This is an optimization exercise on Yosys and OpenROAD, whose aim is small area, not a production implementation.
The RTL was checked by simulation tests, not by an equivalence proof against the original design.
In runs 2 to 6 the design's own scripts or RTL, not TritonCTS, make the clock network.
No driver is modelled on the clock port, so clock power and skew are understated where the tree is cut down; a real chip needs a root buffer or a tree.
Power and IR drop assume default switching activity.

--- flow/run.sh ---
#!/bin/bash
# Own layout flow: the standard synthesis, then an area-only re-mapping of the
# combinational logic between the (untouched) registers, then the standard
# layout steps with small port buffers and a small clock tree.
set -euo pipefail
W=$(pwd)
R=$W/orfs/results/$FLOW_PLATFORM/parking_meter/base
YOSYS=${YOSYS_EXE:-$FLOW_HOME/../tools/install/yosys/bin/yosys}
[ -x "$YOSYS" ] || YOSYS=yosys

bash standard.sh synth > $W/synth.log 2>&1

cp $R/1_2_yosys.v $W/std_synth.v
sed -e "s#@IN@#$W/std_synth.v#; s#@OUT@#$W/remap.v#; s#@ABC@#$W/flow/area.abc#; s#@LIB@#$FLOW_HOME/platforms/$FLOW_PLATFORM/lib/sky130_fd_sc_hd__tt_025C_1v80.lib#g" \
  flow/remap.ys > $W/remap.ys
$YOSYS -s $W/remap.ys > $W/remap.log 2>&1
cp $W/remap.v $R/1_2_yosys.v

export BUFFER_PORTS_ARGS="-buffer_cell sky130_fd_sc_hd__buf_1"
export CTS_ARGS="-sink_clustering_enable -repair_clock_nets -dont_use_dummy_load -root_buf sky130_fd_sc_hd__clkbuf_4 -buf_list sky130_fd_sc_hd__clkbuf_4 -sink_clustering_size 40 -sink_clustering_max_diameter 200"
bash standard.sh finish > $W/finish.log 2>&1
--- flow/area.abc ---
strash
&get -n
&deepsyn -T 300
&put
dch -f
amap
topo
--- flow/remap.ys ---
read_liberty -ignore_miss_func @LIB@
blackbox sky130_fd_sc_hd__df* sky130_fd_sc_hd__edf* sky130_fd_sc_hd__sdf* sky130_fd_sc_hd__sedf* sky130_fd_sc_hd__dl* sky130_fd_sc_hd__conb*
read_verilog @IN@
hierarchy -top parking_meter
flatten
opt_clean
techmap
opt -fast
abc -liberty @LIB@ -script @ABC@ -dont_use sky130_fd_sc_hd__lpflow_bleeder_1 -dont_use sky130_fd_sc_hd__lpflow_clkbufkapwr_1 -dont_use sky130_fd_sc_hd__lpflow_clkbufkapwr_16 -dont_use sky130_fd_sc_hd__lpflow_clkbufkapwr_2 -dont_use sky130_fd_sc_hd__lpflow_clkbufkapwr_4 -dont_use sky130_fd_sc_hd__lpflow_clkbufkapwr_8 -dont_use sky130_fd_sc_hd__lpflow_clkinvkapwr_1 -dont_use sky130_fd_sc_hd__lpflow_clkinvkapwr_16 -dont_use sky130_fd_sc_hd__lpflow_clkinvkapwr_2 -dont_use sky130_fd_sc_hd__lpflow_clkinvkapwr_4 -dont_use sky130_fd_sc_hd__lpflow_clkinvkapwr_8 -dont_use sky130_fd_sc_hd__lpflow_decapkapwr_12 -dont_use sky130_fd_sc_hd__lpflow_decapkapwr_3 -dont_use sky130_fd_sc_hd__lpflow_decapkapwr_4 -dont_use sky130_fd_sc_hd__lpflow_decapkapwr_6 -dont_use sky130_fd_sc_hd__lpflow_decapkapwr_8 -dont_use sky130_fd_sc_hd__lpflow_inputiso0n_1 -dont_use sky130_fd_sc_hd__lpflow_inputiso0p_1 -dont_use sky130_fd_sc_hd__lpflow_inputiso1n_1 -dont_use sky130_fd_sc_hd__lpflow_inputiso1p_1 -dont_use sky130_fd_sc_hd__lpflow_inputisolatch_1 -dont_use sky130_fd_sc_hd__lpflow_isobufsrc_1 -dont_use sky130_fd_sc_hd__lpflow_isobufsrc_16 -dont_use sky130_fd_sc_hd__lpflow_isobufsrc_2 -dont_use sky130_fd_sc_hd__lpflow_isobufsrc_4 -dont_use sky130_fd_sc_hd__lpflow_isobufsrc_8 -dont_use sky130_fd_sc_hd__lpflow_isobufsrckapwr_16 -dont_use sky130_fd_sc_hd__lpflow_lsbuf_lh_hl_isowell_tap_1 -dont_use sky130_fd_sc_hd__lpflow_lsbuf_lh_hl_isowell_tap_2 -dont_use sky130_fd_sc_hd__lpflow_lsbuf_lh_hl_isowell_tap_4 -dont_use sky130_fd_sc_hd__lpflow_lsbuf_lh_isowell_4 -dont_use sky130_fd_sc_hd__lpflow_lsbuf_lh_isowell_tap_1 -dont_use sky130_fd_sc_hd__lpflow_lsbuf_lh_isowell_tap_2 -dont_use sky130_fd_sc_hd__lpflow_lsbuf_lh_isowell_tap_4 -dont_use sky130_fd_sc_hd__probe_p_8 -dont_use sky130_fd_sc_hd__probec_p_8
opt_clean -purge
rename -hide w:*.*
opt_clean -purge
hilomap -singleton -hicell sky130_fd_sc_hd__conb_1 HI -locell sky130_fd_sc_hd__conb_1 LO
stat -liberty @LIB@
write_verilog -noattr -noexpr @OUT@
--- standard.sh ---
#!/bin/bash
# synth_recipe.tcl (not shown) runs the flow's synth.tcl, then flattens the netlist and writes it again
# the make line also repeats each setting of config.mk as NAME=value (left out here)
make -C /OpenROAD-flow-scripts/flow DESIGN_CONFIG=/design/flow/config.mk WORK_HOME=/design/flow/orfs CLKGATE_MAP_FILE= SYNTH_SCRIPT=/design/flow/synth_recipe.tcl "${@:-finish}"
--- config.mk ---
export PLATFORM = sky130hd
export DESIGN_NAME = parking_meter
export DESIGN_NICKNAME = parking_meter
export VERILOG_FILES = /design/flow/design.v
export SDC_FILE = /design/flow/constraint.sdc
export NUM_CORES = 4
export LEC_CHECK = 0
export ABC_AREA = 1
export CAP_MARGIN = 20
export CORE_MARGIN = 2
export CORE_UTILIZATION = 40
export SLEW_MARGIN = 20
--- constraint.sdc ---
create_clock -name core_clock -period 20.0 [get_ports {clk}]
set_input_delay 4.0000 -clock core_clock [delete_from_list [all_inputs] [get_ports {clk}]]
set_output_delay 4.0000 -clock core_clock [all_outputs]
set_load 0.01 [all_outputs]
--- design.v ---
module parking_meter(
	input add1,
	input add2,
	input add3,
	input add4,
	input rst1,
	input rst2,
	input clk,
	input rst,
	output [6:0] led_seg,
	output a1,
	output a2,
	output a3,
	output a4,
	output [3:0] val1,
	output [3:0] val2,
	output [3:0] val3,
	output [3:0] val4
);
	reg [1:0] j;	 
	reg [4:0] s;
	always @(posedge clk)
		if (rst) begin
			j <= 2'b00;
			s <= 5'b00000;
		end
		else begin
			j <= {j[0], ~j[1]};
			s <= {s[3], ~s[2], ~s[1], ~s[0], ~(s[0] | s[1]) ^ ~(s[3] ^ s[4])};
		end
	wire tick = j[1] & ~j[0] & s[0] & s[1] & s[2] & ~s[3];
	reg [3:0] d0, d1, d2, d3;
	wire z0 = ~(d0[0] | d0[1] | d0[2] | d0[3]);
	wire z1 = ~(d1[0] | d1[1] | d1[2] | d1[3]);
	wire z2 = ~(d2[0] | d2[1] | d2[2] | d2[3]);
	wire z3 = ~(d3[0] | d3[1] | d3[2] | d3[3]);
	wire zero = z0 & z1 & z2 & z3;
	function [3:0] dn(input [3:0] d);
		dn = {(d[3] & d[0]) | ~(d[3] | d[2] | d[1] | d[0]),
			(d[0] | d[1]) ? d[2] : (~d[2] & d[3]),
			d[0] ? d[1] : (~d[1] & (d[2] | d[3])),
			~d[0]};
	endfunction
	wire LD = rst | rst1 | rst2;
	wire K1 = ~rst & rst1;
	wire K2 = ~rst & ~rst1 & rst2;
	wire anyadd = add1 | add2 | add3 | add4;
	wire AD = ~LD & anyadd;
	wire p1 = add1;
	wire p2 = ~add1 & add2;
	wire p3 = ~add1 & ~add2 & add3;
	wire DEC = ~LD & ~anyadd & tick & ~zero;
	wire E0 = DEC, E1 = DEC & z0, E2 = E1 & z1, E3 = E2 & z2;
	wire l = d1[0];
	wire x0 = d1[1], x1 = d1[2], x2 = d1[3];
	wire [2:0] h_p1 = {x1 & x0, x1 ^ x0, ~x0 & ~x2};
	wire [2:0] h_p3 = {x0 & ~x1, ~x1 & ~x0, ~x2 & ~(x1 ^ x0)};
	wire [2:0] h_p4 = {~x2 & ~x1 & ~x0, x2 | (x1 & x0), x2 | (x1 & ~x0)};
	wire m4 = AD ? p3 : (E1 & ~l);
	wire A1 = AD & p1, A2 = AD & p2;
	wire [2:0] hn = (h_p3 & {3{A1}}) | (h_p1 & {3{A2}}) | (h_p4 & {3{m4}}) | ({x2, x1, x0} & {3{~(A1 | A2 | m4)}});
	wire c1 = p1 ? (x1 | x2) : p2 ? x2 : p3 ? (x0 | x1 | x2) : 1'b0;
	wire [1:0] v = p1 ? {1'b0, c1} : (p2 | p3) ? {c1, ~c1} : 2'd3;
	wire [4:0] s2 = {1'b0, d2} + {3'b000, v};
	wire c2 = s2 > 5'd9;
	wire [3:0] t2 = c2 ? s2[3:0] + 4'd6 : s2[3:0];
	wire SAT = AD & c2 & d3[3] & d3[0];
	wire I3 = AD & c2;	 
	wire [3:0] u3 = {d3[0] & d3[1] & d3[2], d3[0] & d3[1], d3[0] & ~d3[3], ~(d3[3] & d3[0])};
	always @(posedge clk) begin
		d0 <= (d0 & {4{~(LD | SAT | E0)}}) | (dn(d0) & {4{E0}}) | {SAT, K1, K1, SAT};
		d1 <= ({hn, l ^ E1} & {4{~(LD | SAT)}}) | {SAT, K2, 1'b0, SAT | K1 | K2};
		d2 <= (d2 & {4{~(LD | AD | E2)}}) | (dn(d2) & {4{E2}}) | (t2 & {4{AD & ~SAT}}) | {SAT, 2'b00, SAT | K2};
		d3 <= (d3 & {4{~(LD | I3 | E3)}}) | (dn(d3) & {4{E3}}) | ((d3 ^ u3) & {4{I3}});
	end
	reg [5:0] bc;
	reg off;
	always @(posedge clk)
		if (rst) begin
			bc <= 6'd0;
			off <= 1'b0;
		end
		else if (!zero)
			off <= 1'b0;
		else if (bc[5] & bc[4] & bc[0]) begin	 
			bc <= 6'd0;
			off <= ~off;
		end
		else
			bc <= bc + 1'b1;
	wire q0 = ~(j[1] | j[0]);
	wire q1 = ~j[1] & j[0];
	wire q2 = j[1] & j[0];
	wire q3 = j[1] & ~j[0];
	assign a1 = ~q0;
	assign a2 = ~q1;
	assign a3 = ~q2;
	assign a4 = ~q3;
	wire [3:0] dsel = ({4{q0}} & d0) | ({4{q1}} & d1) | ({4{q2}} & d2) | ({4{q3}} & d3);
	wire blank = off | (d0[0] & z3 & ~(d2[3] | d2[2] | d2[1]) & ~(d2[0] & d1[3]));
	wire [3:0] dig = {dsel[3] | blank, dsel[2], dsel[1] | blank, dsel[0]};
	reg [6:0] seg;
	always @(*)
		casez (dig)
		4'b0000: seg = 7'b000_0001;
		4'b0001: seg = 7'b100_1111;
		4'b0010: seg = 7'b001_0010;
		4'b0011: seg = 7'b000_0110;
		4'b0100: seg = 7'b100_1100;
		4'b0101: seg = 7'b010_0100;
		4'b0110: seg = 7'b010_0000;
		4'b0111: seg = 7'b000_1111;
		4'b1?1?: seg = 7'b111_1111;
		4'b1?00: seg = 7'b000_0000;
		default: seg = 7'b000_0100;
		endcase
	assign led_seg = seg;
	assign val1 = d0;
	assign val2 = d1;
	assign val3 = d2;
	assign val4 = d3;
endmodule
==> results of run 1 <==
-- power groups by stage --
stage                     Combinational [mW]  Clock [mW]  Sequential [mW]
after floorplan                       0.0146           0           0.0656
after global placement                0.0214           0           0.0658
after detailed placement              0.0214           0           0.0658
after CTS                             0.0215      0.0322           0.0644
after global routing                  0.0245      0.0358           0.0648
final                                 0.0214      0.0317           0.0643
-- metal layers --
layer  part of all wire (%)  global-route usage (%)  vias up
li1                       -                       -      867
met1                     50                   25.21      755
met2                     43                   30.50       34
met3                    5.6                   4.940        6
met4                    1.2                   7.653        0
met5                      0                       0        -
-- area by class of cell --
class                   count  area [µm²]  area share [%]
repair buffers             34       127.6           7.219
well taps                  48       60.06           3.397
multi-input cells         164       837.1           47.35
inverters                  28       105.1           5.945
flip-flops and latches     30       600.6           33.97
clock buffers               5       37.54           2.123
-- registers in the layout, indices dropped and copies added, names as in the netlist --
| signal | flops |
|---|---|
| d2 | 4 |
| bc | 6 |
| d0 | 4 |
| off | 1 |
| j | 2 |
| d1 | 4 |
| d3 | 4 |
| s | 5 |
-- cells in the final DEF (no fill, tap or decap), types with 5 or more instances in the layout --
cell,count
a21oi_1,11
buf_1,34
o22ai_1,7
nor2_1,48
clkinv_1,28
a211oi_1,6
clkbuf_4,5
o21ai_0,14
nand2_1,20
nor3_1,16
dfxtp_1,30
or3_1,5
a31oi_1,7
-- path summary, 6_finish.rpt --
path | start | to | slack (ns)
worst min register to register | s[2] | s[3] | 0.41
worst max-delay path | j[0] | led_seg[5] | 13.13
worst min-delay path | s[2] | s[3] | 0.41
worst max register to register | d1[3] | d2[3] | 17.08
==> out/qor.txt, run 1 <==
Hold buffer count at cts = 0
Minimum clock period = 6.866 ns
Drt first-iter violations = 59
Total power = 0.1174 mW
Grt ovf = 0
Vias = 1662
Slew Viols, Final = 0
# diodes = 0
Design area = 1768 µm²
Worst hold path class = register to register
Setup_tns = 0 ns
Worst-path fanout max = 6
Max_cap viols = 0
Crit-path slowest cell = a311oi_1
Fin util = 47.93%
Final period utilization = 34.33%
P_sw = 0.03610 mW
# rows = 22
RSZ-0062 raised after global routing = false
Int Power = 0.08133 mW
GRT Util Overall = 19.38%
Cell count after synthesis = 222
Initial antenna violation count = 0
Share of post-route cells with drive strength above 1 = 1.916%
Least-Margin Pin Slew = 0.6908 ns
Pre-Repair DR Iteration Count = 4
Combinational Power Share = 18.2%
H-tree levels = 2
Largest net degree at the start of global routing = 18
# DRC = 0
Initial Util = 41.82%
TritonCTS buffer count = 5
Drt total wl = 3853 µm
CP Class = register to output port
Syn avg cell area = 6.949 µm²
Die width = 66.11 µm
Top Ports = 35
Number of fill cells = 422
Final Non-Filler Cells = 309
Core Region = 3689 µm²
CP Buf/Inv Count = 3
Area Overhead vs Synth = 14.60%
R2R cell count = 12
Routed len/inst = 12.47 µm
Worst hold stages = 1
# clock sinks = 30
Stages on worst setup path = 10
PortBufs = 34
Die area = 4370 µm²
Final setup vio count = 0
First-pass GRT wire length = 6430 µm
Worst-Skew Late Latency = 0.33 ns
Leak = 0.6014 nW
Final HPWL DP = 2989 µm
Post-route ant nets = 0
Post-CTS sizing = 0
Final hold violation count = 0
Max-slew headroom = 53.64%
Clk slew on worst S/H paths = 0.09 ns
Crit path DAT = 2.87 ns
CP peak stage delay = 0.56 ns
Max Clk Rate = 0.1457 GHz
GPL Wtd Cong = 0.8890
CTS Buffer Depth = 2
CP endpoint kind = output port
Startpoint types = register
Vias per inst = 5.379
Post-place setup slack = 12.92 ns
Final Skew = 0.007005 ns
Post-CTS setup buffers = 0
Req. time, crit path = 16.00 ns
Mapped Area = 1543 µm²
Die Y-Extent = 66.11 µm
Top Family by Delay on Critical Path = compound AO/OA/AOI/OAI gates
Clock share of power = 27.0%
Syn Nets = 230
Number of global-route vias before repair = 1474
Cell repeated most along the worst path = clkinv_1
Synth warn = 1
Area after DPL = 1730 µm²
Sequential power share = 54.8%
CTS tree = built
Maximum VDD drop = 36.31 µV
Switching Fraction = 30.74%
Status = no timing/DRC/antenna violations
CTS Root Buffer Type = clkbuf_4
Worst-path cell chain = clkinv_1, nand2_1, o22ai_1, a311oi_1, o221ai_1, a41o_1, nor2_1, clkinv_1, o21ai_0, buf_1
Final hold slack = 0.4062 ns
Placed cells = 304
PnR worst setup slack = 13.13 ns
Total power per unit cell area = 66.43 nW/µm²
Nets = 271
==> inputs of run 2 (changes only) <==
==> flow/run.sh (replaced) <==
#!/bin/bash
# Own layout flow:
#  1. the standard synthesis (standard.sh synth), unchanged;
#  2. an area-only re-mapping of the combinational logic between the
#     registers (the registers themselves are kept as they are);
#  3. the standard floorplan and placement, with buf_1 port buffers;
#  4. a small clock tree made by hand (mcts.tcl) in place of CTS;
#  5. the standard routing and finishing steps.
# Each tool's output goes to a log file of its own in this folder.
set -euo pipefail
W=$(pwd)
R=$W/orfs/results/$FLOW_PLATFORM/parking_meter/base
YOSYS=${YOSYS_EXE:-$FLOW_HOME/../tools/install/yosys/bin/yosys}
[ -x "$YOSYS" ] || YOSYS=yosys
OPENROAD=${OPENROAD_EXE:-$FLOW_HOME/../tools/install/OpenROAD/bin/openroad}
[ -x "$OPENROAD" ] || OPENROAD=openroad

bash standard.sh synth > $W/synth.log 2>&1

cp $R/1_2_yosys.v $W/std_synth.v
sed -e "s#@IN@#$W/std_synth.v#; s#@OUT@#$W/remap.v#; s#@ABC@#$W/flow/area.abc#; s#@LIB@#$FLOW_HOME/platforms/$FLOW_PLATFORM/lib/sky130_fd_sc_hd__tt_025C_1v80.lib#g" \
  flow/remap.ys > $W/remap.ys
$YOSYS -s $W/remap.ys > $W/remap.log 2>&1
cp $W/remap.v $R/1_2_yosys.v

export BUFFER_PORTS_ARGS="-buffer_cell sky130_fd_sc_hd__buf_1"
bash standard.sh place > $W/place.log 2>&1

RESULTS=$R CLK_PORT=clk CLK_BUF=sky130_fd_sc_hd__clkbuf_8 CLK_NBUF=2 \
  $OPENROAD -no_init -exit $W/flow/mcts.tcl > $W/mcts.log 2>&1

bash standard.sh finish > $W/finish.log 2>&1
==> flow/mcts.tcl (new file) <==
# Clock tree made by hand: the clock port drives a few clock buffers, each
# next to a cluster of registers (k-means on their placed positions).
set P $::env(FLOW_HOME)/platforms/$::env(FLOW_PLATFORM)
set R $::env(RESULTS)
read_lef $P/lef/sky130_fd_sc_hd.tlef
read_lef $P/lef/sky130_fd_sc_hd_merged.lef
read_liberty $P/lib/sky130_fd_sc_hd__tt_025C_1v80.lib
read_db $R/3_place.odb
read_sdc $R/3_place.sdc
source $P/setRC.tcl

set db [ord::get_db]
set block [ord::get_db_block]
set clk [$block findNet $::env(CLK_PORT)]
set master [$db findMaster $::env(CLK_BUF)]
set nb $::env(CLK_NBUF)

set sinks {}
foreach it [$clk getITerms] {
  set b [[$it getInst] getBBox]
  lappend sinks [list $it [expr {([$b xMin] + [$b xMax]) / 2.0}] [expr {([$b yMin] + [$b yMax]) / 2.0}]]
}
set n [llength $sinks]
# k-means, started from sinks spread along the sorted x order
set sorted [lsort -real -index 1 $sinks]
set cx {}; set cy {}
for {set k 0} {$k < $nb} {incr k} {
  set s [lindex $sorted [expr {int(($k + 0.5) * $n / $nb)}]]
  lappend cx [lindex $s 1]; lappend cy [lindex $s 2]
}
for {set iter 0} {$iter < 50} {incr iter} {
  # balanced assignment: nearest free cluster first, at most cap sinks each
  set cap [expr {($n + $nb - 1) / $nb}]
  set pairs {}
  set i 0
  foreach s $sinks {
    for {set k 0} {$k < $nb} {incr k} {
      lappend pairs [list $i $k [expr {abs([lindex $s 1] - [lindex $cx $k]) + abs([lindex $s 2] - [lindex $cy $k])}]]
    }
    incr i
  }
  set asg [lrepeat $n -1]
  set load [lrepeat $nb 0]
  foreach p [lsort -real -index 2 $pairs] {
    lassign $p i k d
    if {[lindex $asg $i] < 0 && [lindex $load $k] < $cap} {
      lset asg $i $k
      lset load $k [expr {[lindex $load $k] + 1}]
    }
  }
  set ncx {}; set ncy {}
  for {set k 0} {$k < $nb} {incr k} {
    set sx 0; set sy 0; set m 0
    foreach s $sinks a $asg { if {$a == $k} { set sx [expr {$sx + [lindex $s 1]}]; set sy [expr {$sy + [lindex $s 2]}]; incr m } }
    if {$m > 0} { lappend ncx [expr {$sx / $m}]; lappend ncy [expr {$sy / $m}] } else { lappend ncx [lindex $cx $k]; lappend ncy [lindex $cy $k] }
  }
  set cx $ncx; set cy $ncy
}
for {set k 0} {$k < $nb} {incr k} {
  set net [odb::dbNet_create $block clknet_${k}_$::env(CLK_PORT)]
  $net setSigType CLOCK
  set inst [odb::dbInst_create $block $master clkbuf_${k}_$::env(CLK_PORT)]
  [$inst findITerm A] connect $clk
  [$inst findITerm X] connect $net
  set w [[$inst getMaster] getWidth]
  $inst setLocation [expr {int([lindex $cx $k] - $w / 2)}] [expr {int([lindex $cy $k])}]
  $inst setPlacementStatus PLACED
  set m 0
  foreach s $sinks a $asg {
    if {$a == $k} { set it [lindex $s 0]; $it disconnect; $it connect $net; incr m }
  }
  puts "manual cts: buffer $k drives $m registers"
}
detailed_placement
check_placement -verbose
set_propagated_clock [all_clocks]
estimate_parasitics -placement
set worst 0
foreach p [get_pins -hierarchical */CLK] { set s [get_property $p slew_max]; if {$s > $worst} { set worst $s } }
puts "manual cts: worst register clock slew (placement estimate) $worst"
report_checks -path_delay min_max
write_db $R/4_1_cts.odb
unset_propagated_clock [all_clocks]
write_sdc -no_timestamp $R/4_cts.sdc
==> run 2 against run 1 <==
Critical endpoint is now d1[2]. Clock skew rose by 0.012 ns. Die area is the same. Total power fell by 5.3%. Via count decreased by 0.66%. Largest power group unchanged. Still clean. Utilization down 0.27 points. Setup slack got worse by 0.11 ns. Combinational power hardly changed. Register-to-register slack barely moved. Sequential power hardly changed.
==> out/qor.txt, run 2 <==
Die area = 4370 µm² (unchanged)
Die Y-Extent = 66.11 µm (unchanged)
CP endpoint kind = register
# rows = 22 (unchanged)
Largest net degree at the start of global routing = 18 (unchanged)
Worst-path fanout max = 5 (-1)
Max Clk Rate = 0.1434 GHz (-1.6%)
Final HPWL DP = 2989 µm (unchanged)
Top Family by Delay on Critical Path = simple AND/OR/NAND/NOR gates
Worst hold stages = 1 (unchanged)
Final hold violation count = 0 (unchanged)
Initial antenna violation count = 0 (unchanged)
Share of post-route cells with drive strength above 1 = 0.7752% (-1.1 points)
Area Overhead vs Synth = 13.95%
GPL Wtd Cong = 0.8890 (unchanged)
CP Class = input pin to register
Area after DPL = 1730 µm² (unchanged)
Final Non-Filler Cells = 306 (-0.97%)
Post-route ant nets = 0 (unchanged)
Drt total wl = 3771 µm (-2.1%)
Worst hold path class = register to register
# diodes = 0 (unchanged)
Crit path DAT = 7.09 ns (+4.22 ns)
Vias per inst = 5.395 (+0.31%)
Synth warn = 1 (unchanged)
Req. time, crit path = 20.12 ns (+4.12 ns)
Pre-Repair DR Iteration Count = 4 (unchanged)
Mapped Area = 1543 µm² (unchanged)
Hold EP = s[3]
Max_cap viols = 0 (unchanged)
Maximum VDD drop = 42.07 µV (+16%)
Cell repeated most along the worst path = clkinv_1
Setup_tns = 0 ns (unchanged)
Largest register FFs = 6 (unchanged)
Drt first-iter violations = 74 (+25%)
Nets = 268 (-1.1%)
Status = no timing/DRC/antenna violations
Final setup vio count = 0 (unchanged)
Minimum clock period = 6.974 ns (+0.1087 ns)
Startpoint types = input pin
Leak = 0.5928 nW (-1.4%)
Most frequent cells in the layout = nor2_1, buf_1, dfxtp_1
RSZ-0062 raised after global routing = false
Slew Viols, Final = 0 (unchanged)
# DRC = 0 (unchanged)
Largest register by flop count = bc
Syn Nets = 230 (unchanged)
Least-Margin Pin Slew = 0.6829 ns (-0.007923 ns)
Die width = 66.11 µm (unchanged)
Biggest regs = bc: 6 flops, s: 5 flops
Design area = 1758 µm² (-0.57%)
Vias = 1651 (-0.66%)
Total power per unit cell area = 63.30 nW/µm² (-4.7%)
Number of global-route vias before repair = 1454 (-1.4%)
Final hold slack = 0.4069 ns (+0.0007210 ns)
Final Skew = 0.01851 ns (+0.01150 ns)
Core Region = 3689 µm² (unchanged)
Initial Util = 41.82% (unchanged)
PortBufs = 34 (unchanged)
Post-place setup slack = 12.92 ns (unchanged)
Cell count after synthesis = 222 (unchanged)
Worst-Skew Late Latency = 0.16 ns (-0.17 ns)
Worst-path cell chain = buf_1, nor2_1, clkinv_1, or3_1, nor3_1, nand2_1, nor2_1, clkinv_1, or3_1, nand2_1, clkinv_1, nor3_1, clkinv_1, a31oi_1, o21a_1
R2R Setup Slk = 17.09 ns (about the same)
Commonest non-fill, non-tap cell in the layout = nor2_1
R2R cell count = 12 (unchanged)
CP Buf/Inv Count = 5 (+2)
Clk slew on worst S/H paths = 0.11 ns (+0.02 ns)
Placed cells = 304 (unchanged)
Number of fill cells = 424 (+0.47%)
First-pass GRT wire length = 6334 µm (-1.5%)
Max-slew headroom = 54.17% (+0.53 points)
PnR worst setup slack = 13.03 ns (-0.1087 ns)
Top Ports = 35 (unchanged)
CP peak stage delay = 0.43 ns (-0.13 ns)
FF-to-FF Start = d1[3]
Final period utilization = 34.87% (+0.54 points)
Routed len/inst = 12.32 µm (-1.2%)
R2r endpoint = d2[3]
Hold Crit Start = s[2]
Crit-path slowest cell = or3_1
GRT Util Overall = 17.74% (-1.6 points)
Syn avg cell area = 6.949 µm² (unchanged)
Grt ovf = 0 (unchanged)
-- run 2: metal layers --
metal  routed length (µm)  track usage [%]  share of wire (%)
met3                  159            1.363                4.2
met2                 1654            30.50                 44
met4                   47            2.041                1.2
met5                    0                0                  0
met1                 1909            24.90                 51
-- run 2: power breakdown --
| group | internal [mW] | switching (mW) |
|---|---|---|
| Combinational | 0.00758 | 0.0138 |
| Sequential | 0.0620 | 0.00232 |
| Clock | 0.00929 | 0.0162 |
| Total | 0.0789 | 0.0324 |
-- run 2: area by class of cell --
class | count | area [µm²] | area share (%)
Sequential cell | 30 | 600.6 | 34.16
Tap cell | 48 | 60.06 | 3.416
Buffer | 2 | 27.53 | 1.566
Multi-Input combinational cell | 164 | 837.1 | 47.62
Inverter | 28 | 105.1 | 5.979
Timing Repair Buffer | 34 | 127.6 | 7.260
-- run 2: how the worst max path moves through the flow --
| stage | startpoint | to | slack [ns] | cells past startpoint |
|---|---|---|---|---|
| floorplan | add1 | d2[0] | 13.47 | 15 |
| global placement | add1 | d1[2] | 12.89 | 15 |
| detailed placement | add1 | d1[2] | 12.92 | 15 |
| global route | add1 | d1[2] | 12.70 | 15 |
| finish | add1 | d1[2] | 13.03 | 15 |
-- run 2: stage by stage --
stage	utilization (%)	total power, mW
final	47.66	0.1113
after global routing	47.66	0.1182
after detailed placement	46.91	0.08720
after global placement	46.91	0.08720
after floorplan	-	0.08016
-- run 2: worst register-to-register path: stages, from the launching register on --
cell	delay, ns
dfxtp_1	0.49
o21ai_0	0.17
or2_0	0.22
a31oi_1	0.23
clkinv_1	0.15
a31oi_1	0.42
nor2_1	0.12
nor3_1	0.26
nor3_1	0.11
o32ai_1	0.30
nor2_1	0.09
o21ai_0	0.15
a31oi_1	0.09
==> inputs of run 3 (changes only) <==
--- a/design.v
+++ b/design.v
@@ -61,10 +61,81 @@
 	wire [2:0] hn = (h_p3 & {3{A1}}) | (h_p1 & {3{A2}}) | (h_p4 & {3{m4}}) | ({x2, x1, x0} & {3{~(A1 | A2 | m4)}});
 	wire c1 = p1 ? (x1 | x2) : p2 ? x2 : p3 ? (x0 | x1 | x2) : 1'b0;
 	wire [1:0] v = p1 ? {1'b0, c1} : (p2 | p3) ? {c1, ~c1} : 2'd3;
-	wire [4:0] s2 = {1'b0, d2} + {3'b000, v};
-	wire c2 = s2 > 5'd9;
-	wire [3:0] t2 = c2 ? s2[3:0] + 4'd6 : s2[3:0];
-	wire SAT = AD & c2 & d3[3] & d3[0];
+	function [4:0] badd(input [1:0] v, input [3:0] d);
+		case ({v, d})
+		6'd0: badd = 5'b00000;
+		6'd1: badd = 5'b00001;
+		6'd2: badd = 5'b00010;
+		6'd3: badd = 5'b00011;
+		6'd4: badd = 5'b00100;
+		6'd5: badd = 5'b00101;
+		6'd6: badd = 5'b00110;
+		6'd7: badd = 5'b00111;
+		6'd8: badd = 5'b01000;
+		6'd9: badd = 5'b01001;
+		6'd10: badd = 5'b01000;
+		6'd11: badd = 5'b01001;
+		6'd12: badd = 5'b01000;
+		6'd13: badd = 5'b01001;
+		6'd14: badd = 5'b01000;
+		6'd15: badd = 5'b01001;
+		6'd16: badd = 5'b00001;
+		6'd17: badd = 5'b00010;
+		6'd18: badd = 5'b00011;
+		6'd19: badd = 5'b00100;
+		6'd20: badd = 5'b00101;
+		6'd21: badd = 5'b00110;
+		6'd22: badd = 5'b00111;
+		6'd23: badd = 5'b01000;
+		6'd24: badd = 5'b01001;
+		6'd25: badd = 5'b10000;
+		6'd26: badd = 5'b01001;
+		6'd27: badd = 5'b10000;
+		6'd28: badd = 5'b01001;
+		6'd29: badd = 5'b10000;
+		6'd30: badd = 5'b01001;
+		6'd31: badd = 5'b10000;
+		6'd32: badd = 5'b00010;
+		6'd33: badd = 5'b00011;
+		6'd34: badd = 5'b00100;
+		6'd35: badd = 5'b00101;
+		6'd36: badd = 5'b00110;
+		6'd37: badd = 5'b00111;
+		6'd38: badd = 5'b01000;
+		6'd39: badd = 5'b01001;
+		6'd40: badd = 5'b10000;
+		6'd41: badd = 5'b10001;
+		6'd42: badd = 5'b10000;
+		6'd43: badd = 5'b10001;
+		6'd44: badd = 5'b10000;
+		6'd45: badd = 5'b10001;
+		6'd46: badd = 5'b10000;
+		6'd47: badd = 5'b10001;
+		6'd48: badd = 5'b00011;
+		6'd49: badd = 5'b00100;
+		6'd50: badd = 5'b00101;
+		6'd51: badd = 5'b00110;
+		6'd52: badd = 5'b00111;
+		6'd53: badd = 5'b01000;
+		6'd54: badd = 5'b01001;
+		6'd55: badd = 5'b10000;
+		6'd56: badd = 5'b10001;
+		6'd57: badd = 5'b10010;
+		6'd58: badd = 5'b10001;
+		6'd59: badd = 5'b10010;
+		6'd60: badd = 5'b10001;
+		6'd61: badd = 5'b10010;
+		6'd62: badd = 5'b10001;
+		6'd63: badd = 5'b10010;
+		default: badd = 5'b00000;
+		endcase
+	endfunction
+	wire [4:0] bs = badd(v, d2);
+	wire c2 = bs[4];
+	wire [3:0] t2 = bs[3:0];
+	wire p4 = ~(p1 | p2 | p3);
+	wire SAT = AD & d3[3] & d3[0] & ((p1 & d2[3] & d2[0] & (d1[3] | d1[2])) | (p2 & d2[3] & (d2[0] | d1[3]))
+		| (p3 & d2[3] & (d2[0] | d1[3] | d1[2] | d1[1])) | (p4 & (d2[3] | (d2[2] & d2[1] & d2[0]))));
 	wire I3 = AD & c2;	 
 	wire [3:0] u3 = {d3[0] & d3[1] & d3[2], d3[0] & d3[1], d3[0] & ~d3[3], ~(d3[3] & d3[0])};
 	always @(posedge clk) begin
--- a/flow/run.sh
+++ b/flow/run.sh
@@ -18,9 +18,25 @@
 bash standard.sh synth > $W/synth.log 2>&1
 
 cp $R/1_2_yosys.v $W/std_synth.v
-sed -e "s#@IN@#$W/std_synth.v#; s#@OUT@#$W/remap.v#; s#@ABC@#$W/flow/area.abc#; s#@LIB@#$FLOW_HOME/platforms/$FLOW_PLATFORM/lib/sky130_fd_sc_hd__tt_025C_1v80.lib#g" \
-  flow/remap.ys > $W/remap.ys
-$YOSYS -s $W/remap.ys > $W/remap.log 2>&1
+LIB=$FLOW_HOME/platforms/$FLOW_PLATFORM/lib/sky130_fd_sc_hd__tt_025C_1v80.lib
+for k in 1 2 3 4; do
+  sed -e "s#@SEED@#$k#" flow/area.abc > $W/area_$k.abc
+  sed -e "s#@IN@#$W/std_synth.v#; s#@OUT@#$W/remap_$k.v#; s#@ABC@#$W/area_$k.abc#; s#@LIB@#$LIB#g" \
+    flow/remap.ys > $W/remap_$k.ys
+  $YOSYS -s $W/remap_$k.ys > $W/remap_$k.log 2>&1 &
+done
+wait
+best=
+bestarea=
+for k in 1 2 3 4; do
+  a=$(grep -o "Chip area for module '.parking_meter': [0-9.]*" $W/remap_$k.log | tail -1 | awk '{print $NF}')
+  echo "seed $k: area $a" >> $W/remap_choice.log
+  if [ -n "$a" ] && { [ -z "$bestarea" ] || awk -v a=$a -v b=$bestarea 'BEGIN{exit !(a < b)}'; }; then
+    best=$k; bestarea=$a
+  fi
+done
+echo "chosen seed $best: area $bestarea" >> $W/remap_choice.log
+cp $W/remap_$best.v $W/remap.v
 cp $W/remap.v $R/1_2_yosys.v
 
 export BUFFER_PORTS_ARGS="-buffer_cell sky130_fd_sc_hd__buf_1"
==> flow/area.abc (replaced) <==
strash
&get -n
&deepsyn -T 300 -S @SEED@
&put
dch -f
amap -m
topo
==> run 3 against run 2 <==
Cell area decreased by 0.78%. Total power decreased by 0.78%. Global-route usage increased by 0.58 points. Synthesized cell count increased by 1.8%. Synthesized area decreased by 0.89%. First-iteration DRC count increased by 81%. Clock skew decreased by 0.00086 ns. Die area decreased by 0.85%. Largest power group unchanged. Wire length increased by 2.7%. Critical path depth decreased by 2. Register-to-register slack improved by 0.19 ns. Sequential power about the same.
==> out/qor.txt, run 3 <==
Status = no timing/DRC/antenna violations
Final Skew = 0.01765 ns (-0.0008584 ns)
Post-route ant nets = 0 (unchanged)
Final period utilization = 32.80% (-2.1 points)
Drt total wl = 3871 µm (+2.7%)
Fin util = 47.64% (about the same)
Crit path DAT = 6.62 ns (-0.47 ns)
Total power per unit cell area = 63.30 nW/µm² (about the same)
Minimum clock period = 6.559 ns (-0.4151 ns)
Synth warn = 1 (unchanged)
Worst-path cell chain = buf_1, or3_1, nor4_1, nand2_1, nor2_1, clkinv_1, nor3_1, nor2b_1, nor2_1, a21oi_1, nand2_1, a31oi_1, nor2_1
Vias = 1603 (-2.9%)
Total power = 0.1104 mW (-0.78%)
Final setup vio count = 0 (unchanged)
# rows = 22 (unchanged)
CP endpoint kind = register
Mapped Area = 1529 µm² (-0.89%)
Die width = 65.83 µm (-0.42%)
Final Non-Filler Cells = 310 (+1.3%)
Setup_tns = 0 ns (unchanged)
Worst hold path class = register to register
Number of global-route vias before repair = 1455 (+0.069%)
First-pass GRT wire length = 6451 µm (+1.8%)
Biggest regs = bc: 6 flops, s: 5 flops
PnR worst setup slack = 13.44 ns (+0.4151 ns)
Largest register by flop count = bc
Maximum VDD drop = 55.42 µV (+32%)
Share of post-route cells with drive strength above 1 = 0.7634% (-0.012 points)
Post-place setup slack = 13.28 ns (+0.3613 ns)
RSZ-0062 raised after global routing = false
Max Clk Rate = 0.1525 GHz (+6.3%)
Largest net degree at the start of global routing = 16 (-2)
Crit-path slowest cell = or3_1
Startpoint types = input pin
Vias per inst = 5.171 (-4.2%)
Pre-Repair DR Iteration Count = 4 (unchanged)
Area Overhead vs Synth = 14.08%
# diodes = 0 (unchanged)
Least-Margin Pin Slew = 0.5698 ns (-0.1131 ns)
Area after DPL = 1717 µm² (-0.80%)
Largest register FFs = 6 (unchanged)
Worst-path fanout max = 6 (+1)
Initial Util = 41.76% (-0.061 points)
Design area = 1744 µm² (-0.78%)
Placed cells = 308 (+1.3%)
Clk slew on worst S/H paths = 0.11 ns (about the same)
Drt first-iter violations = 134 (+81%)
Commonest non-fill, non-tap cell in the layout = nor2_1
Max_cap viols = 0 (unchanged)
GPL Wtd Cong = 0.8710 (-2.0%)
Syn Nets = 234 (+1.7%)
Final hold violation count = 0 (unchanged)
Cell repeated most along the worst path = nor2_1
Leak = 0.5968 nW (+0.67%)
Routed len/inst = 12.49 µm (+1.3%)
Most frequent cells in the layout = nor2_1, buf_1, dfxtp_1
Top Ports = 35 (unchanged)
Req. time, crit path = 20.06 ns (-0.06 ns)
Die area = 4333 µm² (-0.85%)
Core Region = 3661 µm² (-0.75%)
# DRC = 0 (unchanged)
CP peak stage delay = 0.47 ns (+0.04 ns)
Max-slew headroom = 61.61% (+7.4 points)
Final hold slack = 0.4064 ns (-0.0004830 ns)
CP Class = input pin to register
Die Y-Extent = 65.83 µm (-0.42%)
PortBufs = 34 (unchanged)
Cell count after synthesis = 226 (+1.8%)
Slew Viols, Final = 0 (unchanged)
GRT Util Overall = 18.32% (+0.58 points)
Worst-Skew Late Latency = 0.16 ns (about the same)
Initial antenna violation count = 0 (unchanged)
Nets = 272 (+1.5%)
Grt ovf = 0 (unchanged)
Syn avg cell area = 6.765 µm² (-2.6%)
Final HPWL DP = 3119 µm (+4.3%)
run 3: report_power, final:
part           total (mW)  switching, mW  internal, mW
logic              0.0211         0.0140       0.00710
clock network      0.0252         0.0159       0.00928
registers          0.0642        0.00219        0.0620
total               0.110         0.0321        0.0783
run 3: layout make-up:
class	instances	area [µm²]
buffer	2	27.53
timing repair buffer	34	127.6
tap	48	60.06
multi-input combinational	171	834.6
inverter	25	93.84
fill	390	1917
sequential	30	600.6
run 3: worst paths after layout:
| kind | from | end | slack [ns] | cells after the start |
|---|---|---|---|---|
| worst max-delay path | add1 | d3[3] | 13.44 | 13 |
| worst min-delay path | s[2] | s[3] | 0.41 | 1 |
| worst max register to register | j[1] | d3[3] | 17.28 | 12 |
| worst min register to register | s[2] | s[3] | 0.41 | 1 |
run 3: per-layer routing:
layer	GRT usage, %	routed length [µm]	vias up
met3	1.533	171	5
met4	2.865	54	0
met2	32.45	1840	33
li1	-	-	847
met1	24.60	1805	718
met5	0	0	-
run 3: critical path: cells and delay by family:
family	cells	cell delay [ns]
buffers and inverters	2	0.25
AND/OR/NAND/NOR	9	2.02
AO/OA/AOI/OAI	2	0.33
==> inputs of run 4 (changes only) <==
--- a/design.v
+++ b/design.v
@@ -169,7 +169,7 @@
 	assign a4 = ~q3;
 	wire [3:0] dsel = ({4{q0}} & d0) | ({4{q1}} & d1) | ({4{q2}} & d2) | ({4{q3}} & d3);
 	wire blank = off | (d0[0] & z3 & ~(d2[3] | d2[2] | d2[1]) & ~(d2[0] & d1[3]));
-	wire [3:0] dig = {dsel[3] | blank, dsel[2], dsel[1] | blank, dsel[0]};
+	wire [3:0] dig = {dsel[3] | blank, dsel[2] | blank, dsel[1], dsel[0]};
 	reg [6:0] seg;
 	always @(*)
 		casez (dig)
@@ -181,8 +181,8 @@
 		4'b0101: seg = 7'b010_0100;
 		4'b0110: seg = 7'b010_0000;
 		4'b0111: seg = 7'b000_1111;
-		4'b1?1?: seg = 7'b111_1111;
-		4'b1?00: seg = 7'b000_0000;
+		4'b11??: seg = 7'b111_1111;
+		4'b10?0: seg = 7'b000_0000;
 		default: seg = 7'b000_0100;
 		endcase
 	assign led_seg = seg;
--- a/flow/run.sh
+++ b/flow/run.sh
@@ -19,30 +19,40 @@
 
 cp $R/1_2_yosys.v $W/std_synth.v
 LIB=$FLOW_HOME/platforms/$FLOW_PLATFORM/lib/sky130_fd_sc_hd__tt_025C_1v80.lib
-for k in 1 2 3 4; do
-  sed -e "s#@SEED@#$k#" flow/area.abc > $W/area_$k.abc
-  sed -e "s#@IN@#$W/std_synth.v#; s#@OUT@#$W/remap_$k.v#; s#@ABC@#$W/area_$k.abc#; s#@LIB@#$LIB#g" \
-    flow/remap.ys > $W/remap_$k.ys
-  $YOSYS -s $W/remap_$k.ys > $W/remap_$k.log 2>&1 &
+for wave in 0 1; do
+  for j in 1 2 3 4; do
+    k=$((wave * 4 + j))
+    sed -e "s#@SEED@#$k#" flow/area.abc > $W/area_$k.abc
+    sed -e "s#@IN@#$W/std_synth.v#; s#@OUT@#$W/remap_$k.v#; s#@ABC@#$W/area_$k.abc#; s#@LIB@#$LIB#g" \
+      flow/remap.ys > $W/remap_$k.ys
+    $YOSYS -s $W/remap_$k.ys > $W/remap_$k.log 2>&1 &
+  done
+  wait
 done
-wait
 best=
 bestarea=
-for k in 1 2 3 4; do
-  a=$(grep -o "Chip area for module '.parking_meter': [0-9.]*" $W/remap_$k.log | tail -1 | awk '{print $NF}')
-  echo "seed $k: area $a" >> $W/remap_choice.log
+for k in 1 2 3 4 5 6 7 8; do
+  a=$(grep -o "Chip area for module '.parking_meter': [0-9.]*" $W/remap_$k.log | tail -1 | awk '{print $NF}' || true)
+  echo "run $k: area $a" >> $W/remap_choice.log
   if [ -n "$a" ] && { [ -z "$bestarea" ] || awk -v a=$a -v b=$bestarea 'BEGIN{exit !(a < b)}'; }; then
     best=$k; bestarea=$a
   fi
 done
-echo "chosen seed $best: area $bestarea" >> $W/remap_choice.log
+echo "chosen run $best: area $bestarea" >> $W/remap_choice.log
 cp $W/remap_$best.v $W/remap.v
 cp $W/remap.v $R/1_2_yosys.v
 
 export BUFFER_PORTS_ARGS="-buffer_cell sky130_fd_sc_hd__buf_1"
 bash standard.sh place > $W/place.log 2>&1
 
-RESULTS=$R CLK_PORT=clk CLK_BUF=sky130_fd_sc_hd__clkbuf_8 CLK_NBUF=2 \
+# three clkbuf_4 next to three equal clusters of registers; if the estimated
+# register clock slew comes out high, two clkbuf_8 instead
+RESULTS=$R CLK_PORT=clk CLK_BUF=sky130_fd_sc_hd__clkbuf_4 CLK_NBUF=3 \
   $OPENROAD -no_init -exit $W/flow/mcts.tcl > $W/mcts.log 2>&1
+slew=$(grep -o "worst register clock slew (placement estimate) [0-9.e-]*" $W/mcts.log | awk '{print $NF}' || true)
+if [ -z "$slew" ] || awk -v s=$slew 'BEGIN{exit !(s > 0.118)}'; then
+  RESULTS=$R CLK_PORT=clk CLK_BUF=sky130_fd_sc_hd__clkbuf_8 CLK_NBUF=2 \
+    $OPENROAD -no_init -exit $W/flow/mcts.tcl > $W/mcts2.log 2>&1
+fi
 
 bash standard.sh finish > $W/finish.log 2>&1
--- a/config.mk
+++ b/config.mk
@@ -9,4 +9,5 @@
 export CAP_MARGIN = 20
 export CORE_MARGIN = 2
 export CORE_UTILIZATION = 40
+export PLACE_DENSITY = 0.9
 export SLEW_MARGIN = 20
==> run 4 against run 3 <==
Sequential share of layout area is 0.37 points higher. Cell count is 3.2% lower. Die area is 1.2% lower. Synthesized cell count is 4.4% lower. First-iteration DRC count is 30% higher. Via count is 4.7% higher. Wire length is 3.6% higher. Setup slack worse by 0.28 ns. Clock power is 2% lower. Register-to-register slack worse by 0.17 ns. Critical endpoint is now d1[1]. Largest cell class unchanged.
==> out/qor.txt, run 4 <==
Final setup vio count = 0 (unchanged)
Commonest non-fill, non-tap cell in the layout = nor2_1
Syn avg cell area = 6.992 µm² (+3.3%)
Die Y-Extent = 65.45 µm (-0.58%)
Fin util = 47.49% (-0.16 points)
Worst-Skew Late Latency = 0.16 ns (about the same)
FF-to-FF Start = d1[3]
CP Class = input pin to register
Area taken by multi-input logic gates = 804.5 µm² (-3.6%)
Area after DPL = 1698 µm² (-1.1%)
Crit path DAT = 6.95 ns (+0.33 ns)
RSZ-0062 raised after global routing = false
Biggest regs = bc: 6 flops, s: 5 flops
Minimum clock period = 6.840 ns (+0.2809 ns)
Mapped Area = 1510 µm² (-1.2%)
Drt total wl = 4011 µm (+3.6%)
# DRC = 0 (unchanged)
Core Region = 3633 µm² (-0.75%)
Design area = 1725 µm² (-1.1%)
Number of fill cells = 378 (-3.1%)
Max-slew headroom = 53.70% (-7.9 points)
GRT Util Overall = 19.32% (+1.0 points)
Max_cap viols = 0 (unchanged)
Largest net degree at the start of global routing = 16 (unchanged)
Post-route ant nets = 0 (unchanged)
Slew Viols, Final = 0 (unchanged)
Total power = 0.1107 mW (+0.29%)
# rows = 22 (unchanged)
Grt ovf = 0 (unchanged)
Number of global-route vias before repair = 1543 (+6.0%)
Max Clk Rate = 0.1462 GHz (-4.1%)
Synth warn = 1 (unchanged)
Req. time, crit path = 20.11 ns (+0.05 ns)
Vias = 1679 (+4.7%)
Vias per inst = 5.597 (+8.2%)
Top Ports = 35 (unchanged)
Largest register by flop count = bc
Leak = 0.5907 nW (-1.0%)
Least-Margin Pin Slew = 0.6892 ns (+0.1193 ns)
Die width = 65.45 µm (-0.58%)
Hold Crit Start = s[2]
Total power per unit cell area = 64.17 nW/µm² (+1.4%)
Final hold violation count = 0 (unchanged)
Final Skew = 0.01257 ns (-0.005081 ns)
Clk slew on worst S/H paths = 0.10 ns (about the same)
PortBufs = 34 (unchanged)
Pre-Repair DR Iteration Count = 4 (unchanged)
Setup_tns = 0 ns (unchanged)
CP endpoint kind = register
Initial antenna violation count = 0 (unchanged)
Most frequent cells in the layout = nor2_1, buf_1, dfxtp_1
Final period utilization = 34.20% (+1.4 points)
Largest register FFs = 6 (unchanged)
Startpoint types = input pin
Routed len/inst = 13.37 µm (+7.1%)
First-pass GRT wire length = 6720 µm (+4.2%)
Die area = 4283 µm² (-1.2%)
# diodes = 0 (unchanged)
Register area = 600.6 µm² (unchanged)
GPL Wtd Cong = 1.039 (+19%)
Syn Nets = 224 (-4.3%)
Area Overhead vs Synth = 14.25%
Worst hold path class = register to register
Drt first-iter violations = 174 (+30%)
Status = no timing/DRC/antenna violations
Cell count after synthesis = 216 (-4.4%)
Nets = 262 (-3.7%)
Critical Path Source = add1
Initial Util = 41.56% (-0.20 points)
Maximum VDD drop = 28.58 µV (-48%)
Final HPWL DP = 3113 µm (-0.17%)
Share of post-route cells with drive strength above 1 = 0.7937% (+0.030 points)
Worst-path fanout max = 6 (unchanged)
## run 4: per-layer routing
metal,global-route usage (%),part of all wire (%),wire (µm),vias up
met5,0,0,0,-
met4,5.208,1.4,56,0
met3,2.911,9.3,375,7
met2,34.18,45,1813,90
met1,24.39,44,1765,744
li1,-,-,-,838
## run 4: area by class of cell
| type | instances | area share [%] |
|---|---|---|
| inverter | 28 | 6.091 |
| sequential | 30 | 34.81 |
| multi-input combinational | 158 | 46.63 |
| timing repair buffer | 34 | 7.397 |
| buffer | 2 | 1.595 |
| tap | 48 | 3.481 |
## run 4: critical path: stages
cell,delay (ns)
buf_1,0.12
or3_1,0.44
nor2_1,0.17
clkinv_1,0.10
or3_1,0.35
nor4_1,0.57
nand3_1,0.21
clkinv_1,0.10
a21oi_1,0.15
a221oi_1,0.29
a21oi_1,0.12
a31oi_1,0.14
o221a_1,0.18
## run 4: power by group
part | switching [mW] | internal, mW | total (mW)
Clock | 0.0154 | 0.00926 | 0.0247
Sequential | 0.00215 | 0.0620 | 0.0641
Combinational | 0.0145 | 0.00748 | 0.0220
Total | 0.0320 | 0.0787 | 0.111
## run 4: stage by stage
stage	worst slack (ns)	hold WS [ns]	std cells
floorplan	13.45	0.3854	216
global placement	13.20	0.3927	298
detailed placement	13.05	0.4028	298
global route	12.88	0.4279	300
finish	13.16	0.4093	300
## run 4: final timing paths
check	to	slack, ns	cells past startpoint
hold / removal	s[3]	0.41	1
hold reg to reg	s[3]	0.41	1
setup reg to reg	d3[3]	17.11	11
setup / recovery	d1[1]	13.16	13
==> inputs of run 5 (changes only) <==
--- a/flow/run.sh
+++ b/flow/run.sh
@@ -20,8 +20,8 @@
 cp $R/1_2_yosys.v $W/std_synth.v
 LIB=$FLOW_HOME/platforms/$FLOW_PLATFORM/lib/sky130_fd_sc_hd__tt_025C_1v80.lib
 for wave in 0 1; do
-  for j in 1 2 3 4; do
-    k=$((wave * 4 + j))
+  for j in 1 2 3 4 5 6 7 8; do
+    k=$((wave * 8 + j))
     sed -e "s#@SEED@#$k#" flow/area.abc > $W/area_$k.abc
     sed -e "s#@IN@#$W/std_synth.v#; s#@OUT@#$W/remap_$k.v#; s#@ABC@#$W/area_$k.abc#; s#@LIB@#$LIB#g" \
       flow/remap.ys > $W/remap_$k.ys
@@ -31,7 +31,7 @@
 done
 best=
 bestarea=
-for k in 1 2 3 4 5 6 7 8; do
+for k in $(seq 1 16); do
   a=$(grep -o "Chip area for module '.parking_meter': [0-9.]*" $W/remap_$k.log | tail -1 | awk '{print $NF}' || true)
   echo "run $k: area $a" >> $W/remap_choice.log
   if [ -n "$a" ] && { [ -z "$bestarea" ] || awk -v a=$a -v b=$bestarea 'BEGIN{exit !(a < b)}'; }; then
@@ -50,7 +50,7 @@
 RESULTS=$R CLK_PORT=clk CLK_BUF=sky130_fd_sc_hd__clkbuf_4 CLK_NBUF=3 \
   $OPENROAD -no_init -exit $W/flow/mcts.tcl > $W/mcts.log 2>&1
 slew=$(grep -o "worst register clock slew (placement estimate) [0-9.e-]*" $W/mcts.log | awk '{print $NF}' || true)
-if [ -z "$slew" ] || awk -v s=$slew 'BEGIN{exit !(s > 0.118)}'; then
+if [ -z "$slew" ] || awk -v s=$slew 'BEGIN{exit !(s > 0.124)}'; then
   RESULTS=$R CLK_PORT=clk CLK_BUF=sky130_fd_sc_hd__clkbuf_8 CLK_NBUF=2 \
     $OPENROAD -no_init -exit $W/flow/mcts.tcl > $W/mcts2.log 2>&1
 fi
==> run 5 against run 4 <==
Largest power group unchanged. Global-route usage grew 0.22 points. Sequential power about the same. Via count fell by 0.12%. Sequential share of layout area grew 0.10 points. Clock skew rose by 0.010 ns. Sequential cell count unchanged. Critical path depth is the same. Register-to-register slack worse by 0.03 ns. Synthesized cell count is the same. Still clean. Total power is 2.4% lower. Combinational power is essentially flat. Largest cell class unchanged.
==> out/qor.txt, run 5 <==
Met3 Resource Use GR = 3.253% (+0.34 points)
Max-slew headroom = 54.95% (+1.2 points)
Initial Util = 41.56% (unchanged)
Final Skew = 0.02307 ns (+0.01050 ns)
CP endpoint kind = register
Nets = 263 (+0.38%)
Vias = 1677 (-0.12%)
Minimum clock period = 6.812 ns (-0.02790 ns)
Grt ovf = 0 (unchanged)
Commonest non-fill, non-tap cell in the layout = nor2_1
Mapped Area = 1510 µm² (unchanged)
CP Buf/Inv Count = 3 (unchanged)
RSZ-0062 raised after global routing = false
Startpoint types = input pin
PortBufs = 34 (unchanged)
Die width = 65.45 µm (unchanged)
Leak = 0.5901 nW (about the same)
Area Overhead vs Synth = 13.92%
Worst hold path class = register to register
Top Ports = 35 (unchanged)
Req. time, crit path = 20.13 ns (+0.02 ns)
Maximum VDD drop = 28.17 µV (-1.4%)
Vias per inst = 5.571 (-0.45%)
First-pass GRT wire length = 6782 µm (+0.92%)
CP Class = input pin to register
Number of fill cells = 380 (+0.53%)
Biggest regs = bc: 6 flops, s: 5 flops
Area after DPL = 1698 µm² (unchanged)
CP endpoint = d1[1]
Largest register FFs = 6 (unchanged)
Least-Margin Pin Slew = 0.6706 ns (-0.01853 ns)
Total power per unit cell area = 62.81 nW/µm² (-2.1%)
R2R Setup Slk = 17.08 ns (-0.03 ns)
Met1 Use GR = 24.39% (unchanged)
# diodes = 0 (unchanged)
Syn Nets = 224 (unchanged)
Max Clk Rate = 0.1468 GHz (+0.41%)
Clk slew on worst S/H paths = 0.12 ns (+0.02 ns)
Pre-Repair DR Iteration Count = 7 (+3)
Worst-Skew Late Latency = 0.18 ns (+0.02 ns)
Final hold violation count = 0 (unchanged)
Largest register by flop count = bc
Cell count after synthesis = 216 (unchanged)
Most frequent cells in the layout = nor2_1, buf_1, dfxtp_1
Max_cap viols = 0 (unchanged)
Design area = 1720 µm² (-0.29%)
Drt total wl = 3959 µm (-1.3%)
GPL Wtd Cong = 1.039 (unchanged)
Number of global-route vias before repair = 1575 (+2.1%)
GRT Util Overall = 19.54% (+0.22 points)
Status = no timing/DRC/antenna violations
Slew Viols, Final = 0 (unchanged)
Worst-path cell chain = buf_1, or3_1, nor2_1, clkinv_1, or3_1, nor4_1, nand3_1, clkinv_1, a21oi_1, a221oi_1, a21oi_1, a31oi_1, o221a_1
Post-place setup slack = 13.05 ns (unchanged)
GRT met2 Usage = 34.69% (+0.51 points)
# DRC = 0 (unchanged)
FF-to-FF Start = d1[3]
# rows = 22 (unchanged)
Worst-path fanout max = 6 (unchanged)
Setup_tns = 0 ns (unchanged)
Final HPWL DP = 3113 µm (unchanged)
Stages on worst setup path = 13 (unchanged)
CP peak stage delay = 0.56 ns (about the same)
Post-route ant nets = 0 (unchanged)
Hold Crit Start = s[2]
Share of post-route cells with drive strength above 1 = 1.186% (+0.39 points)
Final setup vio count = 0 (unchanged)
Initial antenna violation count = 0 (unchanged)
Syn avg cell area = 6.992 µm² (unchanged)
Drt first-iter violations = 268 (+54%)
Crit-path slowest cell = nor4_1
Core Region = 3633 µm² (unchanged)
Die Y-Extent = 65.45 µm (unchanged)
R2R cell count = 11 (unchanged)
Synth warn = 1 (unchanged)
PnR worst setup slack = 13.19 ns (+0.02790 ns)
Final period utilization = 34.06% (-0.14 points)
Top Family by Delay on Critical Path = simple AND/OR/NAND/NOR gates
Crit path DAT = 6.94 ns (about the same)
Die area = 4283 µm² (unchanged)
Largest net degree at the start of global routing = 13 (-3)
Routed len/inst = 13.15 µm (-1.6%)
R2r endpoint = d3[3]
Critical Path Source = add1
Top Usage Layer GRT = met2
-- run 5: power breakdown --
group	internal, mW	switching (mW)	leakage [nW]
registers	0.0620	0.00210	0.246
clock network	0.00720	0.0149	0.0138
logic	0.00747	0.0144	0.331
total	0.0767	0.0314	0.590
-- run 5: how the worst min path moves through the flow --
stage | end | depth (start not counted)
floorplan | s[3] | 1
global placement | s[3] | 1
detailed placement | s[3] | 1
global route | s[3] | 1
finish | s[3] | 1
-- run 5: layout make-up --
type                            instances  area, µm²  area share (%)
Buffer                                  3      22.52           1.309
Inverter                               28      105.1           6.109
Multi-Input combinational cell        158      804.5           46.76
Sequential cell                        30      600.6           34.91
Tap cell                               48      60.06           3.491
Timing Repair Buffer                   34      127.6           7.418
-- run 5: metrics by stage --
stage	power (mW)	std cells	utilization (%)	hold WS [ns]
detailed placement	0.08699	298	46.73	0.4028
global placement	0.08623	298	46.73	0.3927
floorplan	0.07977	216	-	0.3854
finish	0.1081	301	47.35	0.4106
global route	0.1138	301	47.35	0.4309
-- run 5: routing by layer --
layer	wire (µm)	part of all wire (%)
met4	44	1.1
met5	0	0
met3	397	10
met1	1689	43
met2	1827	46
==> inputs of run 6 (changes only) <==
--- a/flow/run.sh
+++ b/flow/run.sh
@@ -19,9 +19,10 @@
 
 cp $R/1_2_yosys.v $W/std_synth.v
 LIB=$FLOW_HOME/platforms/$FLOW_PLATFORM/lib/sky130_fd_sc_hd__tt_025C_1v80.lib
+SEEDS=(5 17 18 19 20 21 22 23 24 25 26 27 28 29 30 31)
 for wave in 0 1; do
-  for j in 1 2 3 4 5 6 7 8; do
-    k=$((wave * 8 + j))
+  for j in 0 1 2 3 4 5 6 7; do
+    k=${SEEDS[$((wave * 8 + j))]}
     sed -e "s#@SEED@#$k#" flow/area.abc > $W/area_$k.abc
     sed -e "s#@IN@#$W/std_synth.v#; s#@OUT@#$W/remap_$k.v#; s#@ABC@#$W/area_$k.abc#; s#@LIB@#$LIB#g" \
       flow/remap.ys > $W/remap_$k.ys
@@ -31,14 +32,14 @@
 done
 best=
 bestarea=
-for k in $(seq 1 16); do
+for k in ${SEEDS[@]}; do
   a=$(grep -o "Chip area for module '.parking_meter': [0-9.]*" $W/remap_$k.log | tail -1 | awk '{print $NF}' || true)
-  echo "run $k: area $a" >> $W/remap_choice.log
+  echo "seed $k: area $a" >> $W/remap_choice.log
   if [ -n "$a" ] && { [ -z "$bestarea" ] || awk -v a=$a -v b=$bestarea 'BEGIN{exit !(a < b)}'; }; then
     best=$k; bestarea=$a
   fi
 done
-echo "chosen run $best: area $bestarea" >> $W/remap_choice.log
+echo "chosen seed $best: area $bestarea" >> $W/remap_choice.log
 cp $W/remap_$best.v $W/remap.v
 cp $W/remap.v $R/1_2_yosys.v
 
==> run 6 against run 5 <==
Hold slack stayed put. Register-to-register slack hardly changed. Wire length stayed put. Sequential power hardly changed. Largest power group unchanged. Sequential cell count stayed put. Critical path depth stayed put. Cell area stayed put. Critical endpoint unchanged. First-iteration DRC count stayed put. Synthesized area stayed put. Maximum frequency stayed put. Still clean on timing, DRC and antenna. Clock power hardly changed. Highest routed layer unchanged. Setup slack stayed put.
==> out/qor.txt, run 6 <==
PortBufs = 34 (unchanged)
CP Class = input pin to register
Fin util = 47.35% (unchanged)
Startpoint types = input pin
Setup_tns = 0 ns (unchanged)
Drt total wl = 3959 µm (unchanged)
Leak = 0.5901 nW (unchanged)
Biggest regs = bc: 6 flops, s: 5 flops
First-pass GRT wire length = 6782 µm (unchanged)
RSZ-0062 raised after global routing = false
Number of global-route vias before repair = 1575 (unchanged)
Crit-path slowest cell = nor4_1
Least-Margin Pin Slew = 0.6706 ns (unchanged)
Final Skew = 0.02307 ns (unchanged)
Commonest non-fill, non-tap cell in the layout = nor2_1
Req. time, crit path = 20.13 ns (about the same)
GPL Wtd Cong = 1.039 (unchanged)
Stages on worst setup path = 13 (unchanged)
Grt ovf = 0 (unchanged)
PnR worst setup slack = 13.19 ns (unchanged)
R2R cell count = 11 (unchanged)
Initial antenna violation count = 0 (unchanged)
Max_cap viols = 0 (unchanged)
Syn avg cell area = 6.992 µm² (unchanged)
# diodes = 0 (unchanged)
Max-slew headroom = 54.95% (unchanged)
GRT Util Overall = 19.54% (unchanged)
Int Power = 0.07666 mW (unchanged)
Number of fill cells = 380 (unchanged)
Placed cells = 298 (unchanged)
Max Clk Rate = 0.1468 GHz (unchanged)
Clk slew on worst S/H paths = 0.12 ns (about the same)
CP endpoint = d1[1]
Minimum clock period = 6.812 ns (unchanged)
Largest net degree at the start of global routing = 13 (unchanged)
Die area = 4283 µm² (unchanged)
Area Overhead vs Synth = 13.92% (unchanged)
Vias per inst = 5.571 (unchanged)
Final setup vio count = 0 (unchanged)
Die Y-Extent = 65.45 µm (unchanged)
Total power per unit cell area = 62.81 nW/µm² (unchanged)
Largest register by flop count = bc
Register area = 600.6 µm² (unchanged)
Cell count after synthesis = 216 (unchanged)
Worst-Skew Late Latency = 0.18 ns (about the same)
CP endpoint kind = register
Final HPWL DP = 3113 µm (unchanged)
Pre-Repair DR Iteration Count = 7 (unchanged)
Clock share of power = 20.5% (about the same)
Top Ports = 35 (unchanged)
Status = no timing/DRC/antenna violations
Final period utilization = 34.06% (unchanged)
Core Region = 3633 µm² (unchanged)
Drt first-iter violations = 268 (unchanged)
Combinational Power Share = 20.2% (about the same)
Share of post-route cells with drive strength above 1 = 1.186% (unchanged)
Die width = 65.45 µm (unchanged)
R2r endpoint = d3[3]
Initial Util = 41.56% (unchanged)
# DRC = 0 (unchanged)
Sequential power share = 59.3% (about the same)
Routed len/inst = 13.15 µm (unchanged)
Syn Nets = 224 (unchanged)
Switching Fraction = 29.06% (unchanged)
Crit path DAT = 6.94 ns (about the same)
CP peak stage delay = 0.56 ns (about the same)
Vias = 1677 (unchanged)
Critical Path Source = add1
Largest register FFs = 6 (unchanged)
Area taken by multi-input logic gates = 804.5 µm² (unchanged)
Worst hold path class = register to register
Final Non-Filler Cells = 301 (unchanged)
Worst-path cell chain = buf_1, or3_1, nor2_1, clkinv_1, or3_1, nor4_1, nand3_1, clkinv_1, a21oi_1, a221oi_1, a21oi_1, a31oi_1, o221a_1
Most frequent cells in the layout = nor2_1, buf_1, dfxtp_1
Post-route ant nets = 0 (unchanged)
Synth warn = 1 (unchanged)
Top Family by Delay on Critical Path = simple AND/OR/NAND/NOR gates
Slew Viols, Final = 0 (unchanged)
CP Buf/Inv Count = 3 (unchanged)
Worst-path fanout max = 6 (unchanged)
R2R Setup Slk = 17.08 ns (about the same)
Maximum VDD drop = 28.17 µV (unchanged)
Post-place setup slack = 13.05 ns (unchanged)
# rows = 22 (unchanged)
P_sw = 0.03140 mW (unchanged)
Nets = 263 (unchanged)
Mapped Area = 1510 µm² (unchanged)
Final hold violation count = 0 (unchanged)
FF-to-FF Start = d1[3]
[run 6: through the flow]
step / power, mW / area (µm²) / hold slack [ns]
6_report: 0.1081 / 1720 / 0.4106
5_1_grt: 0.1138 / 1720 / 0.4309
3_5_place_dp: 0.08699 / 1698 / 0.4028
3_3_place_gp: 0.08623 / 1698 / 0.3927
2_1_floorplan: 0.07977 / 1510 / 0.3854
[run 6: worst register-to-register path, delay by kind of cell (launching register included)]
family,cells,cell delay [ns]
compound gates,3,0.69
buf+inv,2,0.33
flops,1,0.47
simple gates,6,1.32
[run 6: routing by layer]
metal / part of all wire, % / global-route usage (%) / wire (µm)
met4: 1.1 / 5.208 / 44
met3: 10 / 3.253 / 397
met2: 46 / 34.69 / 1827
met1: 43 / 24.39 / 1689
met5: 0 / 0 / 0
[run 6: worst min-delay path by stage]
stage          cells after the start  slack [ns]   end  start
2_1_floorplan                      1        0.39  s[3]   s[2]
3_3_place_gp                       1        0.39  s[3]   s[2]
3_5_place_dp                       1        0.40  s[3]   s[2]
5_1_grt                            1        0.43  s[3]   s[2]
6_report                           1        0.41  s[3]   s[2]
[run 6: final cells by class]
class	count	share of cell area, %
plain buffers	3	1.309
inverters	28	6.109
multi-input cells	158	46.76
flip-flops and latches	30	34.91
well taps	48	3.491
repair buffers	34	7.418
[run 6: power groups by stage]
| stage | clock (mW) | sequential (mW) | combinational, mW |
|---|---|---|---|
| 2_1_floorplan | 0 | 0.0654 | 0.0144 |
| 3_3_place_gp | 0 | 0.0654 | 0.0208 |
| 3_5_place_dp | 0 | 0.0654 | 0.0216 |
| 5_1_grt | 0.0248 | 0.0645 | 0.0245 |
| 6_report | 0.0221 | 0.0641 | 0.0219 |

-- static timing again, ports no longer ideal --
Ports are ideal in the flow. The routed layouts listed here were re-timed in OpenROAD. Step 1 sets driving cells, clkbuf_16 on the clock port and buf_2 on the other inputs (assumed; they add their load-dependent delay and slew). Step 2 adds t to the input delays and takes it off the output delays; t is the mean of the earliest and latest rising clock arrival at the registers after step 1. Input paths then give back, and output paths get back, about the clock's delay inside the block. Slacks: no drivers / after step 1 / after step 2; pairs: no drivers / after step 1.
| run | shift t [ns] | slack for setup (ns) | hold slack, ns | worst setup path after step 2 | worst data-port slew with drivers (ns) |
|---|---|---|---|---|---|
| run 1 | 0.347 | 13.134 / 13.111 / 12.860 | 0.406 / 0.406 / 0.406 | input to register | 0.03 |
| run 2 | 0.189 | 13.026 / 13.040 / 12.851 | 0.407 / 0.407 / 0.407 | input to register | 0.03 |
| run 3 | 0.187 | 13.441 / 13.455 / 13.268 | 0.406 / 0.406 / 0.406 | input to register | 0.03 |
| run 4 | 0.185 | 13.160 / 13.174 / 12.989 | 0.409 / 0.409 / 0.409 | input to register | 0.03 |
| run 5 | 0.201 | 13.188 / 13.205 / 13.004 | 0.411 / 0.411 / 0.411 | input to register | 0.03 |
| run 6 | 0.201 | 13.188 / 13.205 / 13.004 | 0.411 / 0.411 / 0.411 | input to register | 0.03 |
After both steps setup and hold are still met in every run listed. The setup slack of run 1, which loses most, moves by -0.023 ns with the drivers and by -0.274 ns with both steps.
